This is an optimization exercise on Yosys and OpenROAD, whose aim is small area, not a production implementation.
Only simulation tests tie the RTL to the original design; equivalence was not proved.
No driver is modelled on the clock port, so clock power and skew are understated where the tree is cut down; a real chip needs a root buffer or a tree.
Power is estimated from default activity; no workload was simulated.

== trial 10 ==
==> flow/design.v <==
module keypad_entry (
    input        clk,
    input        rst_n,
    input  [3:0] row,
    output [3:0] col,
    output       key_ready,
    output [3:0] key_data,
    output [3:0] press_count,
    output       key_read,
    output [9:0] num1,
    output [9:0] num2,
    output       num1_done,
    output       num2_done,
    output       sum_ready,
    output [3:0] disp_hundreds,
    output [3:0] disp_tens,
    output [3:0] disp_units,
    output [1:0] active_field
);
    reg [5:0] lf;
    reg [1:0] lo;
    reg [2:0] k;
    reg       zc;        
    reg [3:0] kd;
    reg [3:0] pc;
    reg [1:0] af;
    reg       f2dig;     
    reg [3:0] dh, dt, du;
    reg [9:0] n1;
    wire scan  = |lf;
    wire tmax  = (lo == 2'd3) & (lf == 6'b100000);    
    wire [2:0] n = {k[0], lo};
    wire an0   = ~scan & (n == 3'd1);
    wire an4   = ~scan & (n == 3'd5);
    wire rise  = ~scan & (n == 3'd6);
    wire wait2 = ~scan & (n == 3'd7) & ~k[1];
    wire stuck = ~scan & k[1];
    assign key_ready = ~scan & k[0] & lo[1];
    assign key_read  = wait2;
    wire [1:0] idx = k[2:1];
    assign col = {scan & (idx != 2'd0), ~scan | (idx != 2'd1), idx != 2'd2, idx != 2'd3};
    function [3:0] code_of(input [3:0] pos);
        case (pos)
            4'b00_00: code_of = 4'hA; 4'b00_01: code_of = 4'hB;
            4'b00_10: code_of = 4'hC; 4'b00_11: code_of = 4'hD;
            4'b01_00: code_of = 4'h3; 4'b01_01: code_of = 4'h6;
            4'b01_10: code_of = 4'h9; 4'b01_11: code_of = 4'hE;
            4'b10_00: code_of = 4'h2; 4'b10_01: code_of = 4'h5;
            4'b10_10: code_of = 4'h8; 4'b10_11: code_of = 4'h0;
            4'b11_00: code_of = 4'h1; 4'b11_01: code_of = 4'h4;
            4'b11_10: code_of = 4'h7; default:  code_of = 4'hF;
        endcase
    endfunction
    wire c0 = &row;                                    
    wire c4 = ~|row;                                   
    wire c1 = (row == 4'b1110) | (row == 4'b1101) | (row == 4'b1011) | (row == 4'b0111);
    wire [1:0] ri = {~row[2] | ~row[3], ~row[1] | ~row[3]};
    reg [1:0] ts;        
    reg [3:0] tp;        
    wire [1:0] bs = (idx == 2'd0) ? 2'b00 : ts;
    reg  [1:0] ts_n;
    always @(*) begin
        case (bs)
            2'b00: ts_n = c0 ? 2'b00 : c1 ? 2'b01 : (c4 && idx == 2'd0) ? 2'b11 : 2'b10;
            2'b01: ts_n = c0 ? 2'b01 : 2'b10;
            2'b10: ts_n = 2'b10;
            default: ts_n = c4 ? 2'b11 : 2'b10;
        endcase
    end
    wire one  = (ts == 2'b01);
    wire zero = (ts == 2'b00) | (ts == 2'b11);
    wire go_scan = (an0 & ~(zc & one)) | wait2;
    always @(posedge clk) begin
        if (scan & tmax & k[0]) begin
            ts <= ts_n;
            if (bs == 2'b00 && c1) tp <= {idx, ri};
        end
    end
    wire last = scan & tmax & (k == 3'd7);            
    always @(posedge clk or negedge rst_n) begin
        if (!rst_n) begin
            lf <= 6'b000001;
            lo <= 2'd0;
            k  <= 3'd0;
            zc <= 1'b0;
            kd <= 4'd0;
        end else begin
            lf <= last ? 6'b000000 : {lf[4:0], (lf[5] ^ lf[4]) | go_scan};
            if (scan) begin
                lo <= lo + 2'd1;
                if (tmax) k <= k + 3'd1;
            end else if (!stuck) begin
                lo <= (an0 & go_scan) ? 2'd0 : lo + 2'd1;
                k[0] <= k[0] ^ (lo == 2'd3);
                if (rise && af == 2'd3) k[1] <= 1'b1;
            end
            if (an0) zc <= zero;
            if (an4) kd <= code_of(tp);
        end
    end
    assign key_data = kd;
    always @(posedge clk or negedge rst_n) begin
        if (!rst_n) pc <= 4'd0;
        else if (rise) pc <= pc + 4'd1;
    end
    assign press_count = pc;
    wire [3:0] cv_v   = dt + du[3:1];
    wire [4:0] cv_q   = {dt, 1'b0} + cv_v[3:1];
    wire [4:0] cv_h3  = dh[3] ? (dh[0] ? 5'd28 : 5'd25) : ({1'b0, dh[2:0], 1'b0} + {2'b0, dh[2:0]});
    wire [7:0] cv_r   = {cv_h3, dh[2:0]} + cv_q;
    wire [9:0] conv   = {cv_r, dt[0] ^ du[1], du[0]};
    wire is_digit = (kd <= 4'h9);
    wire keep = (af == 2'd1) | f2dig;      
    always @(posedge clk or negedge rst_n) begin
        if (!rst_n) begin
            af <= 2'd0; f2dig <= 1'b0;
            dh <= 4'd0; dt <= 4'd0; du <= 4'd0;
            n1 <= 10'd0;
        end else begin
            if (af == 2'd0) af <= 2'd1;
            if (rise & (af == 2'd1 || af == 2'd2)) begin
                if (is_digit) begin
                    dh <= keep ? dt : 4'd0;
                    dt <= keep ? du : 4'd0;
                    du <= kd;
                    if (af == 2'd2) f2dig <= 1'b1;
                end else if (af == 2'd1 && kd == 4'hF) begin
                    n1 <= conv;
                    af <= 2'd2;
                end else if (af == 2'd2 && kd == 4'hE) begin
                    af <= 2'd3;
                end
            end
        end
    end
    assign num1 = n1;
    assign num2 = conv & {10{(af == 2'd3) & f2dig}};
    assign num1_done = af[1];
    assign num2_done = af[1] & af[0];
    assign sum_ready = (af == 2'd3) & ~wait2;
    assign disp_hundreds = dh;
    assign disp_tens = dt;
    assign disp_units = du;
    assign active_field = af;
endmodule
Settings: LEC_CHECK=0, CAP_MARGIN=0, CORE_MARGIN=2, CORE_UTILIZATION=40, SLEW_MARGIN=0; clock period 10.0 ns.
standard.sh (not shown) runs the stock make flow with config.mk's settings and CLKGATE_MAP_FILE= SYNTH_SCRIPT=/design/flow/synth_recipe.tcl, a recipe that flattens the netlist after the stock synthesis.
==> flow/flow/run.sh <==
#!/bin/bash
# The standard layout with three changes:
#  1. the standard synthesis's combinational gates are re-mapped for area by
#     ABC (flow/resyn.ys, flow/resyn.abc; the best of three seeds is kept);
#     its flip-flops are kept as they are;
#  2. the ports are buffered with the smallest buffer (buf_1);
#  3. a hand-built one-level clock tree (flow/pre_cts.tcl): the clock port
#     drives three clock buffers, each feeding a third of the flip-flops.
# Each tool's output goes to a log file of its own in this folder.
set -euo pipefail
here=$(pwd)
R=$here/orfs/results/$FLOW_PLATFORM/keypad_entry/base
LIB=$FLOW_HOME/platforms/$FLOW_PLATFORM/lib/sky130_fd_sc_hd__tt_025C_1v80.lib
YOSYS=${YOSYS_EXE:-$FLOW_HOME/../tools/install/yosys/bin/yosys}
DONT_USE=$(sed -n '/DONT_USE_CELLS += /,/^#/p' $FLOW_HOME/platforms/$FLOW_PLATFORM/config.mk \
  | grep -o 'sky130_fd_sc_hd__[a-z0-9_]*' | sed 's/^/-dont_use /' | tr '\n' ' ')

bash standard.sh synth > standard_synth.log 2>&1

cp $R/1_2_yosys.v $here/standard_1_2_yosys.v
# three ABC runs with different random seeds; the smallest netlist is kept
for seed in 1 2 3; do
  sed "s/{SEED}/$seed/" flow/resyn.abc > resyn_$seed.abc
  sed -e "s#{LIB}#$LIB#g" -e "s#{NETLIST}#$here/standard_1_2_yosys.v#" -e "s#{TOP}#$FLOW_TOP#g" \
      -e "s#{DONT_USE}#$DONT_USE#" -e "s#{ABC_SCRIPT}#$here/resyn_$seed.abc#" -e "s#{OUT}#$here/resyn_$seed.v#" \
      flow/resyn.ys > resyn_run_$seed.ys
  $YOSYS -s resyn_run_$seed.ys > resyn_$seed.log 2>&1 &
done
wait
best=$(for seed in 1 2 3; do
  a=$(grep 'Chip area' resyn_$seed.log | tail -1 | awk '{print $NF}')
  if [[ -n "$a" && -s resyn_$seed.v ]]; then echo "$a $seed"; fi
done | sort -g | head -1 | awk '{print $2}')
echo "kept ABC run $best" > resyn_choice.log
cp resyn_$best.v $R/1_2_yosys.v
sed -e "s#{LIB}#$LIB#g" -e "s#{TOP}#$FLOW_TOP#g" -e "s#{OUT}#$R/1_2_yosys.v#" flow/check.ys > check_run.ys
$YOSYS -s check_run.ys > resyn_check.log 2>&1
rm -f $R/1_synth.odb

MY_CLKBUF=sky130_fd_sc_hd__clkbuf_8 MY_NX=3 MY_NY=1 bash standard.sh \
  BUFFER_PORTS_ARGS="-buffer_cell sky130_fd_sc_hd__buf_1" \
  PRE_CTS_TCL="$here/flow/pre_cts.tcl" \
  finish > standard_flow.log 2>&1
Other scripts of this flow, unchanged in this note and not shown: flow/flow/check.ys, flow/flow/pre_cts.tcl, flow/flow/resyn.abc, flow/flow/resyn.ys
Modified inputs, build 70 compared to trial 10
==> flow/design.v <==
module keypad_entry (
    input        clk,
    input        rst_n,
    input  [3:0] row,
    output [3:0] col,
    output       key_ready,
    output [3:0] key_data,
    output [3:0] press_count,
    output       key_read,
    output [9:0] num1,
    output [9:0] num2,
    output       num1_done,
    output       num2_done,
    output       sum_ready,
    output [3:0] disp_hundreds,
    output [3:0] disp_tens,
    output [3:0] disp_units,
    output [1:0] active_field
);
    reg [5:0] lf;
    reg [1:0] lo;
    reg [2:0] k;
    reg       zc;        
    reg [3:0] kd;
    reg [3:0] pc;
    reg [1:0] af;
    reg       f2dig;     
    reg [3:0] dh, dt, du;
    reg [9:0] n1;
    wire scan  = |lf;
    wire tmax  = (lo == 2'b10) & (lf == 6'b100000);   
    wire [1:0] lo_n = {lo[0], ~lo[1]};                 
    wire an0   = ~scan & ~k[0] & (lo == 2'b01);
    wire an4   = ~scan & k[0] & (lo == 2'b01);
    wire rise  = ~scan & k[0] & (lo == 2'b11);
    wire wait2 = ~scan & k[0] & (lo == 2'b10) & ~k[1];
    wire stuck = ~scan & k[1];
    assign key_ready = ~scan & k[0] & lo[1];
    assign key_read  = wait2;
    wire [1:0] idx = k[2:1];
    assign col = {scan & (idx != 2'b00), ~scan | (idx != 2'b01), idx != 2'b11, idx != 2'b10};
    function [3:0] code_of(input [3:0] pos);
        case (pos)
            4'b00_00: code_of = 4'hA; 4'b00_01: code_of = 4'hB;
            4'b00_10: code_of = 4'hC; 4'b00_11: code_of = 4'hD;
            4'b01_00: code_of = 4'h3; 4'b01_01: code_of = 4'h6;
            4'b01_10: code_of = 4'h9; 4'b01_11: code_of = 4'hE;
            4'b11_00: code_of = 4'h2; 4'b11_01: code_of = 4'h5;
            4'b11_10: code_of = 4'h8; 4'b11_11: code_of = 4'h0;
            4'b10_00: code_of = 4'h1; 4'b10_01: code_of = 4'h4;
            4'b10_10: code_of = 4'h7; default:  code_of = 4'hF;
        endcase
    endfunction
    wire c0 = &row;                                    
    wire c4 = ~|row;                                   
    wire c1 = (row == 4'b1110) | (row == 4'b1101) | (row == 4'b1011) | (row == 4'b0111);
    wire [1:0] ri = {~row[2] | ~row[3], ~row[1] | ~row[3]};
    reg [1:0] ts;        
    reg [3:0] tp;        
    wire [1:0] bs = (idx == 2'd0) ? 2'b00 : ts;
    reg  [1:0] ts_n;
    always @(*) begin
        case (bs)
            2'b00: ts_n = c0 ? 2'b00 : c1 ? 2'b01 : (c4 && idx == 2'd0) ? 2'b11 : 2'b10;
            2'b01: ts_n = c0 ? 2'b01 : 2'b10;
            2'b10: ts_n = 2'b10;
            default: ts_n = c4 ? 2'b11 : 2'b10;
        endcase
    end
    wire one  = (ts == 2'b01);
    wire zero = (ts == 2'b00) | (ts == 2'b11);
    wire go_scan = (an0 & ~(zc & one)) | wait2;
    always @(posedge clk) begin
        if (scan & tmax & k[0]) begin
            ts <= ts_n;
            if (bs == 2'b00 && c1) tp <= {idx, ri};
        end
    end
    wire last = scan & tmax & (k == 3'b101);            
    always @(posedge clk or negedge rst_n) begin
        if (!rst_n) begin
            lf <= 6'b000001;
            lo <= 2'd0;
            k  <= 3'd0;
            zc <= 1'b0;
            kd <= 4'd0;
        end else begin
            lf <= last ? 6'b000000 : {lf[4:0], (lf[5] ^ lf[4]) | go_scan};
            if (scan) begin
                lo <= lo_n;
                if (tmax) begin
                    k[0] <= ~k[0];
                    if (k[0]) k[2:1] <= {k[1], ~k[2]};
                end
            end else if (!stuck) begin
                lo <= (an0 & go_scan) ? 2'b00 : lo_n;
                k[0] <= k[0] ^ (lo == 2'b10);
                if (rise && af == 2'd3) k[1] <= 1'b1;
            end
            if (an0) zc <= zero;
            if (an4) kd <= code_of(tp);
        end
    end
    assign key_data = kd;
    always @(posedge clk or negedge rst_n) begin
        if (!rst_n) pc <= 4'd0;
        else if (rise) pc <= pc + 4'd1;
    end
    assign press_count = pc;
    wire [3:0] cv_v   = dt + du[3:1];
    wire [4:0] cv_q   = {dt, 1'b0} + cv_v[3:1];
    wire [4:0] cv_h3  = dh[3] ? (dh[0] ? 5'd28 : 5'd25) : ({1'b0, dh[2:0], 1'b0} + {2'b0, dh[2:0]});
    wire [7:0] cv_r   = {cv_h3, dh[2:0]} + cv_q;
    wire [9:0] conv   = {cv_r, dt[0] ^ du[1], du[0]};
    wire is_digit = (kd <= 4'h9);
    wire keep = (af == 2'd1) | f2dig;      
    always @(posedge clk or negedge rst_n) begin
        if (!rst_n) begin
            af <= 2'd0; f2dig <= 1'b0;
            dh <= 4'd0; dt <= 4'd0; du <= 4'd0;
            n1 <= 10'd0;
        end else begin
            if (af == 2'd0) af <= 2'd1;
            if (rise & (af == 2'd1 || af == 2'd2)) begin
                if (is_digit) begin
                    dh <= keep ? dt : 4'd0;
                    dt <= keep ? du : 4'd0;
                    du <= kd;
                    if (af == 2'd2) f2dig <= 1'b1;
                end else if (af == 2'd1 && kd == 4'hF) begin
                    n1 <= conv;
                    af <= 2'd2;
                end else if (af == 2'd2 && kd == 4'hE) begin
                    af <= 2'd3;
                end
            end
        end
    end
    assign num1 = n1;
    assign num2 = conv & {10{(af == 2'd3) & f2dig}};
    assign num1_done = af[1];
    assign num2_done = af[1] & af[0];
    assign sum_ready = (af == 2'd3) & ~wait2;
    assign disp_hundreds = dh;
    assign disp_tens = dt;
    assign disp_units = du;
    assign active_field = af;
endmodule
Findings:
- In the flow results for trial 10 and build 70, the routing usage on met1 is larger on trial 10.
- Trial 10 → build 70: global-route wire length before repair now smaller; total power increased 1.3%; via count has decreased; pre-CTS setup slack increased by 0.21 ns relative to the old numbers.
- Min post-detailed-routing wire length across trial 10 and build 70: build 70
- Build 70 against trial 10: count of non-filler cells in the finished layout went down by about 1.2%; met2 track demand over resource went down by 2.6 points; final worst-path cycle share went down by 1.5 points.
- Build 70 leaves more setup margin than trial 10.
No run of this note takes its clock network from TritonCTS; it comes from the design's own scripts or RTL.

## separate check: timing with driven ports
The results above use ideal ports. As a check the final layouts listed here were re-extracted and re-timed, cells and wires unchanged.
Step 1 assumes that a clkbuf_16 drives the clock port and a buf_2 every other input.
Step 2 moves the port delays by t, midway between the first and last clock arrival at a register: inputs arrive t later, outputs are due t later. That takes back most of the time a late clock gives input paths.
Three values: no drivers, after step 1, after step 2; two values: the first two.
run | t, ns | setup slack, ns | worst setup path after step 2
trial 10 | 0.201 | 4.300 / 4.254 / 4.455 | register to output
build 70 | 0.205 | 4.452 / 4.406 / 4.611 | register to output
After both steps setup and hold are still met in every run listed.
